This design comes from an exercise in tuning for small area on the open sky130 flow, not from production work. In this exercise RTL edits were held to simulation tests only and were not proved equivalent to the original. The clock port is modelled as an ideal driver; clocking choices that lean on that would not hold on a real chip. No activity file was given, so power comes from the tool's default toggle rates.

Design RhythmGame_Top, start of the top module:
module RhythmGame_Top (
    input  wire        CLOCK_50,
    input  wire [3:0]  KEY,
    input  wire [9:0]  SW,
    output wire [6:0]  HEX0, HEX1, HEX2, HEX3, HEX4, HEX5,
    output wire [9:0]  LEDR,
    output wire [7:0]  o_DM_Row,
    output wire [7:0]  o_DM_Col,
    output wire        o_Piezo
);
clock: 25.0 ns
lec_check: 0
cap_margin: 20
core_margin: 2
core_utilization: 75
place_density: 0.85
slew_margin: 20
standard.sh (not shown) runs the stock make flow with config.mk's settings and CLKGATE_MAP_FILE= SYNTH_SCRIPT=/design/flow/synth_recipe.tcl, a recipe that flattens the netlist after the stock synthesis.
==> flow/flow/run.sh <==
#!/bin/bash
# Standard synthesis, then the combinational logic is re-mapped for area with
# ABC (flip-flops untouched), then the standard layout steps. Ports are
# buffered with the smallest buffer; CTS takes the arguments in cts_args.txt
# and cts_post.tcl then shrinks clock buffers where the clock slew allows.
set -euo pipefail
HERE=$(pwd)
RES=$HERE/orfs/results/$FLOW_PLATFORM/RhythmGame_Top/base
bash standard.sh $RES/1_2_yosys.v > synth.log 2>&1
cp $RES/1_2_yosys.v $HERE/1_2_yosys_standard.v
export REOPT_LIB=$FLOW_HOME/platforms/$FLOW_PLATFORM/lib/sky130_fd_sc_hd__tt_025C_1v80.lib
export REOPT_IN=$HERE/1_2_yosys_standard.v
export REOPT_DONT_USE="$(make -s -C $FLOW_HOME DESIGN_CONFIG=$FLOW_CONFIG print-DONT_USE_CELLS 2>/dev/null | sed "s/^DONT_USE_CELLS: //")"
# several ABC runs with different seeds; keep the smallest netlist
for S in 1 2 3 4; do
  sed "s/@SEED@/$S/" flow/reopt.abc > reopt_$S.abc
  REOPT_ABC=$HERE/reopt_$S.abc REOPT_OUT=$HERE/reopt_$S.v \
    yosys -c flow/reopt.tcl > reopt_$S.log 2>&1 &
done
wait
BEST=""; BESTA=""
for S in 1 2 3 4; do
  A=$(grep "Chip area for module" reopt_$S.log | tail -1 | awk '{print $NF}')
  echo "seed $S: area $A" >> reopt.log
  if [[ -n "$A" && -s reopt_$S.v ]] && { [[ -z "$BESTA" ]] || python3 -c "import sys; sys.exit(0 if $A < $BESTA else 1)"; }; then
    BEST=$S; BESTA=$A
  fi
done
echo "best seed $BEST: area $BESTA" >> reopt.log
cp reopt_$BEST.v $RES/1_2_yosys.v
touch $RES/1_2_yosys.v
bash standard.sh "BUFFER_PORTS_ARGS=-buffer_cell sky130_fd_sc_hd__buf_1" \
  "CTS_ARGS=$(cat flow/cts_args.txt)" "POST_CTS_TCL=$HERE/flow/cts_post.tcl" \
  finish > layout.log 2>&1
==> flow/flow/cts_post.tcl <==
set slew_limit 0.116
set sizes {sky130_fd_sc_hd__clkbuf_2 sky130_fd_sc_hd__clkbuf_4}
proc max_clk_slew {} {
  estimate_parasitics -placement
  set mx 0
  foreach p [get_pins -hierarchical */CLK] {
    set s [get_property $p slew_max]
    if { $s > $mx } { set mx $s }
  }
  return $mx
}
puts "cts_post: max clock pin slew before: [max_clk_slew]"
set bufs {}
foreach i [[ord::get_db_block] getInsts] {
  set m [[$i getMaster] getName]
  if { [string match clkbuf_* [$i getName]] && $m eq "sky130_fd_sc_hd__clkbuf_8" } {
    lappend bufs [$i getName]
  }
}
# leaf buffers first, the root (clkbuf_0_*) last
set bufs [lsort -command {apply {{a b} {
  expr {[string match clkbuf_0_* $a] - [string match clkbuf_0_* $b]}}}} $bufs]
foreach b $bufs {
  set orig [[[[ord::get_db_block] findInst $b] getMaster] getName]
  set done 0
  foreach c $sizes {
    replace_cell $b $c
    set s [max_clk_slew]
    if { $s <= $slew_limit } {
      puts "cts_post: $b $orig -> $c (max slew $s)"
      set done 1
      break
    }
  }
  if { !$done } {
    replace_cell $b $orig
    puts "cts_post: $b stays $orig"
  }
}
puts "cts_post: max clock pin slew after: [max_clk_slew]"
detailed_placement
check_placement -verbose
==> flow/flow/reopt.abc <==
strash; &get -n; &deepsyn -T 60 -S @SEED@; &put; dch -f; amap
==> flow/flow/reopt.tcl <==
# Re-optimise the combinational logic of the standard synthesis netlist.
# Flip-flops and tie cells stay as they are (same instances, names and types);
# every other cell is read as its liberty function, flattened and re-mapped.
yosys -import
set lib $::env(REOPT_LIB)
set in  $::env(REOPT_IN)
set out $::env(REOPT_OUT)
read_liberty -ignore_miss_func $lib
read_verilog $in
hierarchy -top $::env(FLOW_TOP)
blackbox sky130_fd_sc_hd__df* sky130_fd_sc_hd__edf* sky130_fd_sc_hd__sdf* sky130_fd_sc_hd__conb_1
flatten
hierarchy -top $::env(FLOW_TOP)
opt -purge
set du {}
foreach c $::env(REOPT_DONT_USE) { lappend du -dont_use $c }
abc -liberty $lib {*}$du -script $::env(REOPT_ABC)
opt_clean -purge
hierarchy -top $::env(FLOW_TOP)
stat -liberty $lib
write_verilog -noattr -nohex -nodec $out
Other scripts of this flow, unchanged in this note and not shown: flow/flow/cts_args.txt
The starting point finished with timing, DRC and antenna clean.
Change:
--- a/flow/flow/cts_post.tcl
+++ b/flow/flow/cts_post.tcl
@@ -1,3 +1,3 @@
-set slew_limit 0.116
+set slew_limit 0.112
 set sizes {sky130_fd_sc_hd__clkbuf_2 sky130_fd_sc_hd__clkbuf_4}
 proc max_clk_slew {} {
CAP_MARGIN = 0   (was 20)
CORE_UTILIZATION = 65   (was 75)
GPL_TIMING_DRIVEN = 0   (was default)
PLACE_DENSITY = default   (was 0.85)
SLEW_MARGIN = 0   (was 20)
What happened: The changed run finished with timing, DRC and antenna clean; wire length fell by 5.6%; clock skew barely changes; combinational power hardly moves.
Change:
==> flow/flow/run.sh (replaced) <==
#!/bin/bash
# Standard synthesis, then the combinational logic is re-mapped for area with
# ABC (flip-flops untouched), then the standard layout steps. Ports are
# buffered with the smallest buffer; CTS takes the arguments in cts_args.txt
# and cts_post.tcl then shrinks clock buffers where the clock slew allows.
set -euo pipefail
HERE=$(pwd)
RES=$HERE/orfs/results/$FLOW_PLATFORM/RhythmGame_Top/base
bash standard.sh $RES/1_2_yosys.v > synth.log 2>&1
cp $RES/1_2_yosys.v $HERE/1_2_yosys_standard.v
export REOPT_LIB=$FLOW_HOME/platforms/$FLOW_PLATFORM/lib/sky130_fd_sc_hd__tt_025C_1v80.lib
export REOPT_IN=$HERE/1_2_yosys_standard.v
export REOPT_OUT=$RES/1_2_yosys.v
export REOPT_ABC=$HERE/flow/reopt.abc
export REOPT_DONT_USE="$(make -s -C $FLOW_HOME DESIGN_CONFIG=$FLOW_CONFIG print-DONT_USE_CELLS 2>/dev/null | sed "s/^DONT_USE_CELLS: //")"
echo "dont use: $REOPT_DONT_USE" > reopt.log
yosys -c flow/reopt.tcl >> reopt.log 2>&1
touch $RES/1_2_yosys.v
bash standard.sh "BUFFER_PORTS_ARGS=-buffer_cell sky130_fd_sc_hd__buf_1" \
  "CTS_ARGS=$(cat flow/cts_args.txt)" "POST_CTS_TCL=$HERE/flow/cts_post.tcl" \
  finish > layout.log 2>&1
--- a/flow/flow/cts_post.tcl
+++ b/flow/flow/cts_post.tcl
@@ -1,3 +1,3 @@
-set slew_limit 0.112
+set slew_limit 0.122
 set sizes {sky130_fd_sc_hd__clkbuf_2 sky130_fd_sc_hd__clkbuf_4}
 proc max_clk_slew {} {
==> flow/flow/reopt.abc (replaced) <==
strash; &get -n; &deepsyn -T 30; &put; dch -f; amap
CAP_MARGIN = 20   (was 0)
GPL_TIMING_DRIVEN = default   (was 0)
SLEW_MARGIN = 20   (was 0)
After rerunning: The changed run finished with timing, DRC and antenna clean. Routed wire length goes up by about 1.6%. Die area rose by about 0.5%. Via count goes up by 1.5%.

==> separate check: timing with driven ports <==
How much do the figures lean on ideal ports? The routed layouts below were timed once more, with nothing changed but the port constraints. Step 1 (the two cells are an assumption about what drives the block):
set clk [get_ports {CLOCK_50}]
set_driving_cell -lib_cell sky130_fd_sc_hd__clkbuf_16 $clk
set_driving_cell -lib_cell sky130_fd_sc_hd__buf_2 [delete_from_list [all_inputs] $clk]
Step 2, shift: input delay + t, output delay - t, t = (earliest + latest rising clock arrival at the registers) / 2. This alone moves slack from input paths to output paths. a / b / c = ideal ports / drivers / drivers and shift; a / b = the first two.
| run | t (ns) | slack for setup (ns) | worst register clock-pin slew, ns | pins driven straight from the clock port |
|---|---|---|---|---|
| the first run | 0.617 | 12.406 / 12.384 / 12.384 | 0.12 / 0.12 | 1 |
| the second run | 0.627 | 11.855 / 11.825 / 11.825 | 0.11 / 0.11 | 1 |
| the third run | 0.784 | 12.529 / 12.505 / 12.505 | 0.12 / 0.12 | 1 |
After both steps setup and hold are still met in every run listed. The setup slack of the second run, which loses most, moves by -0.030 ns with the drivers and by -0.030 ns with both steps.
